From an optimization exercise on the open Yosys and OpenROAD flow, aimed at small area, a short achievable clock period and few clock cycles; shortcuts taken in it are not production practice. Function was checked by simulation only, so behaviour that the tests miss may differ from the original.

Setup of exp/sierra:
## Bin2BCD
module Bin2BCD(input wire clk, input wire rst, input wire en, input wire [31:0] din,
  output wire [39:0] digs, output reg done);
  wire [0:0] i_q0 = 1'b0, i_q1 = 1'b0, i_q2 = 1'b0;
  wire [0:0] i_c = din[31];
  wire [0:0] x1_h, x1_q0, x1_q1, x1_q2;
  assign x1_h[0] = 1'b0;
  assign x1_q0[0] = i_c[0];
  assign x1_q1[0] = 1'b0;
  assign x1_q2[0] = 1'b0;
  wire [0:0] x1_c = din[30];
  wire [0:0] x1_Q0 = x1_q0;
  wire [0:0] x1_Q1 = x1_q1;
  wire [0:0] x1_Q2 = x1_q2;
  wire [0:0] x2_h, x2_q0, x2_q1, x2_q2;
  assign x2_h[0] = 1'b0;
  assign x2_q0[0] = ~((x1_Q0[0] & x1_c[0]) | ~(x1_Q0[0] | x1_c[0]));
  assign x2_q1[0] = ~(~x1_Q0[0] | x1_c[0]);
  assign x2_q2[0] = (x1_Q0[0] & x1_c[0]);
  wire [0:0] x2_c = din[29];
  wire [0:0] x2_Q0 = x2_q0;
  wire [0:0] x2_Q1 = x2_q1;
  wire [0:0] x2_Q2 = x2_q2;
  wire [0:0] x3_h, x3_q0, x3_q1, x3_q2;
  assign x3_h[0] = ((x2_Q1[0] & x2_c[0]) | x2_Q2[0]);
  ...
Size: roughly 1300 cells after synthesis, ~76 I/O pins.
export LEC_CHECK = 0
export CAP_MARGIN = 20
export CORE_MARGIN = 2
export CORE_UTILIZATION = 70
export SETUP_SLACK_MARGIN = 5
export SLEW_MARGIN = 20
create_clock -name core_clock -period 15.0 [get_ports {clk}]
standard.sh (not shown) runs the stock make flow with config.mk's settings and CLKGATE_MAP_FILE= SYNTH_SCRIPT=/design/flow/synth_recipe.tcl, a recipe that flattens the netlist after the stock synthesis.
==> flow/flow/run.sh <==
#!/bin/bash
set -euo pipefail
W=$PWD
rm -rf "$W/scripts_abc"
cp -r "$FLOW_HOME/scripts" "$W/scripts_abc"
cp "$W/flow/abc.script" "$W/scripts_abc/abc_speed.script"
bash "$W/standard.sh" SCRIPTS_DIR="$W/scripts_abc" ADDER_MAP_FILE= finish > "$W/standard_flow.log" 2>&1
==> flow/flow/abc.script <==
strash
dc2
dch -f
amap
No final results exist for exp/sierra, since it was stopped by error GRT-0232 during global routing (5_1_grt).
Testbench counts of exp/sierra, summed over its fixed seeds: cycles 3,208.
## Diff of input files: exp/quartz against exp/sierra
Settings: SETUP_SLACK_MARGIN removed (was 5); CORE_UTILIZATION changed from 70 to 60.
==> flow/flow/run.sh <==
#!/bin/bash
set -euo pipefail
W=$PWD
rm -rf "$W/scripts_abc"
cp -r "$FLOW_HOME/scripts" "$W/scripts_abc"
cp "$W/flow/abc.script" "$W/scripts_abc/abc_speed.script"
bash "$W/standard.sh" SCRIPTS_DIR="$W/scripts_abc" ADDER_MAP_FILE= BUFFER_PORTS_ARGS="-buffer_cell sky130_fd_sc_hd__buf_2" finish > "$W/standard_flow.log" 2>&1
==> flow/flow/abc.script <==
strash
balance
rewrite
refactor
balance
rewrite
rewrite -z
balance
refactor -z
rewrite -z
balance
dc2
dch -f
amap
Findings:
Looking at the reports, exp/quartz completed the entire flow and the layout it produced met the timing, design-rule and antenna checks. exp/quartz ended up with a lower cell total after placement than exp/sierra did. Post-synthesis sequential area ratio was higher in exp/quartz than in exp/sierra. Going from exp/sierra to exp/quartz, number of gates resized after CTS shrinks by 20. The synthesized area number comes out lower for exp/quartz vs exp/sierra. Relative to exp/sierra, height of the die increased by about 5% in exp/quartz.
Input-level comparison between exp/zinc and exp/quartz:
==> flow/flow/run.sh <==
#!/bin/bash
set -euo pipefail
W=$PWD
rm -rf "$W/scripts_abc"
cp -r "$FLOW_HOME/scripts" "$W/scripts_abc"
cp "$W/flow/abc.script" "$W/scripts_abc/abc_speed.script"
bash "$W/standard.sh" SCRIPTS_DIR="$W/scripts_abc" ADDER_MAP_FILE= finish > "$W/standard_flow.log" 2>&1
-- flow/flow/abc.script --
<<< exp/quartz, line 10
rewrite -z
balance
dc2
dch -f
amap
>>> exp/zinc, line 10
rewrite -z
balance
dch -f
amap
--- outcome ---
exp/quartz -> exp/zinc: number of flip-flops and latches delta 0, exact match. Changes observed in exp/zinc relative to exp/quartz: clock period minus worst slack moved up, fraction of final layout cells with drive strength greater than 1 went down.
The following lists how exp/raven was set up differently from exp/zinc:
Settings: CORE_UTILIZATION changed from 60 to 40.
==> flow/flow/abc.script <==
strash
dc2
dch -f
amap
--- outcome ---
- exp/raven vs exp/zinc — area of the core rose about 54%.
- Delta (exp/raven minus exp/zinc): routed wirelength normalized by instance count saw an increase; upper clock frequency limit saw a decrease.
- exp/raven vs exp/zinc, global-route wire length before repair went up by about 15%.
- From exp/zinc to exp/raven the numbers moved as follows: sequential portion of the cell area decreased 0.49 points; sum of net half-perimeters after detailed placement +9.0%.
- | cell area | exp/raven vs exp/zinc | worse |
What exp/xenon does differently from exp/raven at the input level:
Settings: CORE_UTILIZATION changed from 40 to 70; SETUP_SLACK_MARGIN newly set to 4.
Results
- Changes observed in exp/xenon relative to exp/raven: worst setup slack picked up an extra 170 ps; clock transition time at the flip-flop clock pins of the worst setup and hold paths higher; total die area has decreased.
- Against exp/raven, the final cell area of exp/xenon is lower.
Input changes introduced in exp/ember (baseline for comparison: exp/xenon):
Settings: swapping 70 for 60 in CORE_UTILIZATION; clearing SETUP_SLACK_MARGIN, which used to be 4.
==> flow/flow/run.sh <==
#!/bin/bash
set -euo pipefail
W=$PWD
rm -rf "$W/scripts_abc"
cp -r "$FLOW_HOME/scripts" "$W/scripts_abc"
cp "$W/flow/abc.script" "$W/scripts_abc/abc_speed.script"
bash "$W/standard.sh" SCRIPTS_DIR="$W/scripts_abc" ADDER_MAP_FILE= BUFFER_PORTS_ARGS="-buffer_cell sky130_fd_sc_hd__buf_1" finish > "$W/standard_flow.log" 2>&1
==> flow/flow/abc.script <==
strash
balance
rewrite
refactor
balance
rewrite
rewrite -z
balance
refactor -z
rewrite -z
balance
dc2
dch -f
amap
==> comparison <==
Diff exp/xenon -> exp/ember: worst path buffer plus inverter count saw a decrease; clock period minus worst slack saw a decrease; utilization saw a decrease.
exp/xenon -> exp/ember: final weighted congestion of routability-driven global placement decreased by a little under 10%
When the final numbers for exp/xenon and exp/ember were put side by side, the post-detailed-routing wire length turned out to be smaller in exp/ember.
Final design area excluding fillers (lower): exp/ember
Of the two values seen for endpoint of the worst setup timing path, digs[9] was produced by exp/ember and digs[10] by exp/xenon.

========
Setup of north:
Another version of the RTL of Bin2BCD (not shown whole).
For scale: roughly 1200 cells after synthesis, about 37 flip-flops, roughly 76 I/O pins.
clock: 15.0 ns
lec_check: 0
cap_margin: 20
core_margin: 2
core_utilization: 60
slew_margin: 20
==> flow/flow/run.sh <==
#!/bin/bash
set -euo pipefail
W=$PWD
rm -rf "$W/scripts_abc"
cp -r "$FLOW_HOME/scripts" "$W/scripts_abc"
cp "$W/flow/abc.script" "$W/scripts_abc/abc_speed.script"
bash "$W/standard.sh" SCRIPTS_DIR="$W/scripts_abc" ADDER_MAP_FILE= BUFFER_PORTS_ARGS="-buffer_cell sky130_fd_sc_hd__buf_1" SETUP_SLACK_MARGIN=6.5 SETUP_MOVE_SEQUENCE=sizeup,swap SKIP_INCREMENTAL_REPAIR=1 finish > "$W/standard_flow.log" 2>&1
==> flow/flow/abc.script <==
strash
balance
rewrite
refactor
balance
rewrite
rewrite -z
balance
refactor -z
rewrite -z
balance
dc2
dch -f
amap
Testbench counts of north, summed over its fixed seeds: cycles 3,208.
Input changes introduced in south (baseline for comparison: north):
Settings: an added CTS_BUF_LIST of sky130_fd_sc_hd__clkbuf_4; an added CTS_CLUSTER_SIZE of 20; a change of CORE_UTILIZATION from 60 to 75.
Results
| setup slack | higher: north |. south: all-layer global routing usage higher than north. Where shortest clock period the worst path allows after layout is concerned, north is better than south. Going from north to south, share of cell area taken by flip-flops and latches grows by 0.22 points. From north to south the numbers moved as follows: post-place setup slack fell by 0.091 ns; sequential cell count ~0 delta; global-route wire length before repair +1.0 mm; required arrival time at the worst endpoint climbed 0.04 ns. Final cycle utilization of the critical path in south is 0.48 points above north. For x dimension of the die, dividing the value from south by the value from north gives 0.898.
Input changes introduced in east (baseline for comparison: south):
Settings: removing CTS_BUF_LIST (formerly sky130_fd_sc_hd__clkbuf_4); removing CTS_CLUSTER_SIZE (formerly 20); changing CORE_UTILIZATION from 75 to 60.
==> flow/flow/run.sh <==
#!/bin/bash
set -euo pipefail
W=$PWD
rm -rf "$W/scripts_abc"
cp -r "$FLOW_HOME/scripts" "$W/scripts_abc"
cp "$W/flow/abc.script" "$W/scripts_abc/abc_speed.script"
bash "$W/standard.sh" SCRIPTS_DIR="$W/scripts_abc" ADDER_MAP_FILE= BUFFER_PORTS_ARGS="-buffer_cell sky130_fd_sc_hd__buf_1" SETUP_SLACK_MARGIN=6 SETUP_MOVE_SEQUENCE=sizeup,swap SKIP_INCREMENTAL_REPAIR=1 finish > "$W/standard_flow.log" 2>&1
No stage failed in east, and the final checks on the layout all came back clean. Cell area after layout (east over south): decrease, about 0.8%. Taking south as the reference, in east final cell count without fillers now larger, post-cts repair resize count now smaller.
## Diff of input files: west against east
Settings: putting CTS_CLUSTER_SIZE at 20 where nothing was set; putting CTS_BUF_LIST at sky130_fd_sc_hd__clkbuf_4 sky130_fd_sc_hd__clkbuf_8 where nothing was set.
==> flow/flow/run.sh <==
#!/bin/bash
set -euo pipefail
W=$PWD
rm -rf "$W/scripts_abc"
cp -r "$FLOW_HOME/scripts" "$W/scripts_abc"
cp "$W/flow/abc.script" "$W/scripts_abc/abc_speed.script"
bash "$W/standard.sh" SCRIPTS_DIR="$W/scripts_abc" ADDER_MAP_FILE= BUFFER_PORTS_ARGS="-buffer_cell sky130_fd_sc_hd__buf_1" SETUP_SLACK_MARGIN=6.5 SETUP_MOVE_SEQUENCE=sizeup,swap SKIP_INCREMENTAL_REPAIR=1 finish > "$W/standard_flow.log" 2>&1
## What came out
Per the comparison of west with east, combined global-route utilization of all metal layers moved up; global-route wire length before repair moved up; simple logic cell fraction of the synthesized area level; via-per-instance ratio level.
Comparing east and west, the lower met2 usage was measured on east.
> inputs changed (west -> middle)
Settings: CTS_CLUSTER_SIZE no longer set, was 20; CTS_BUF_LIST no longer set, was sky130_fd_sc_hd__clkbuf_4 sky130_fd_sc_hd__clkbuf_8.
==> flow/flow/run.sh <==
#!/bin/bash
set -euo pipefail
W=$PWD
rm -rf "$W/scripts_abc"
cp -r "$FLOW_HOME/scripts" "$W/scripts_abc"
cp "$W/flow/abc.script" "$W/scripts_abc/abc_speed.script"
bash "$W/standard.sh" SCRIPTS_DIR="$W/scripts_abc" ADDER_MAP_FILE= BUFFER_PORTS_ARGS="-buffer_cell sky130_fd_sc_hd__buf_1" SETUP_SLACK_MARGIN=7 SETUP_MOVE_SEQUENCE=sizeup,swap SKIP_INCREMENTAL_REPAIR=1 finish > "$W/standard_flow.log" 2>&1
### Flow results
The post-route worst setup slack number comes out higher for west vs middle.
The core of middle is more densely filled than that of west.
Between west and middle, routed wire length increased.
Starting DRC count in detailed routing | middle above west
middle has met2 track utilization from global routing above what west had.
From west to middle the numbers moved as follows: final cell count closely matched the old numbers; met1 layer usage reported by global route picked up an extra 3.5 points.

## separate check: timing with driven ports
No port has a modelled driver above. Below, the same layouts with a new extraction and two added sets of constraints.
Step 1 assumes that a clkbuf_16 drives the clock port and a buf_2 every other input.
Step 2 adds t to the input delays and takes it off the output delays; t is the mean of the earliest and latest rising clock arrival at the registers after step 1. Input paths then give back, and output paths get back, about the clock's delay inside the block.
Slacks: ideal ports / drivers / drivers and shift; pairs: ideal ports / drivers.
| run | shift t [ns] | setup slack, ns | worst register clock-pin slew, ns | worst slew at a driven data input, ns | cell pins on the clock port's net |
|---|---|---|---|---|---|
| exp/quartz | 0.328 | 5.725 / 5.689 / 5.784 | 0.08 / 0.08 | 0.03 | 1 |
| exp/zinc | 0.326 | 5.209 / 5.178 / 5.123 | 0.09 / 0.09 | 0.05 | 1 |
| exp/raven | 0.314 | 4.634 / 4.596 / 4.677 | 0.06 / 0.06 | 0.05 | 1 |
| exp/xenon | 0.329 | 4.807 / 4.773 / 4.685 | 0.08 / 0.08 | 0.04 | 1 |
| exp/ember | 0.336 | 5.594 / 5.560 / 5.709 | 0.07 / 0.07 | 0.04 | 1 |
| north | 0.322 | 6.275 / 6.284 / 5.962 | 0.08 / 0.08 | 0.04 | 1 |
| south | 0.366 | 6.203 / 6.212 / 5.846 | 0.12 / 0.12 | 0.04 | 1 |
| east | 0.322 | 5.957 / 5.967 / 5.645 | 0.08 / 0.08 | 0.04 | 1 |
| west | 0.322 | 6.275 / 6.284 / 5.962 | 0.08 / 0.08 | 0.04 | 1 |
| middle | 0.328 | 6.237 / 6.201 / 6.061 | 0.09 / 0.09 | 0.05 | 1 |
After both steps every run listed still meets setup and hold. The setup slack of south, which loses most, moves by +0.009 ns with the drivers and by -0.357 ns with both steps.
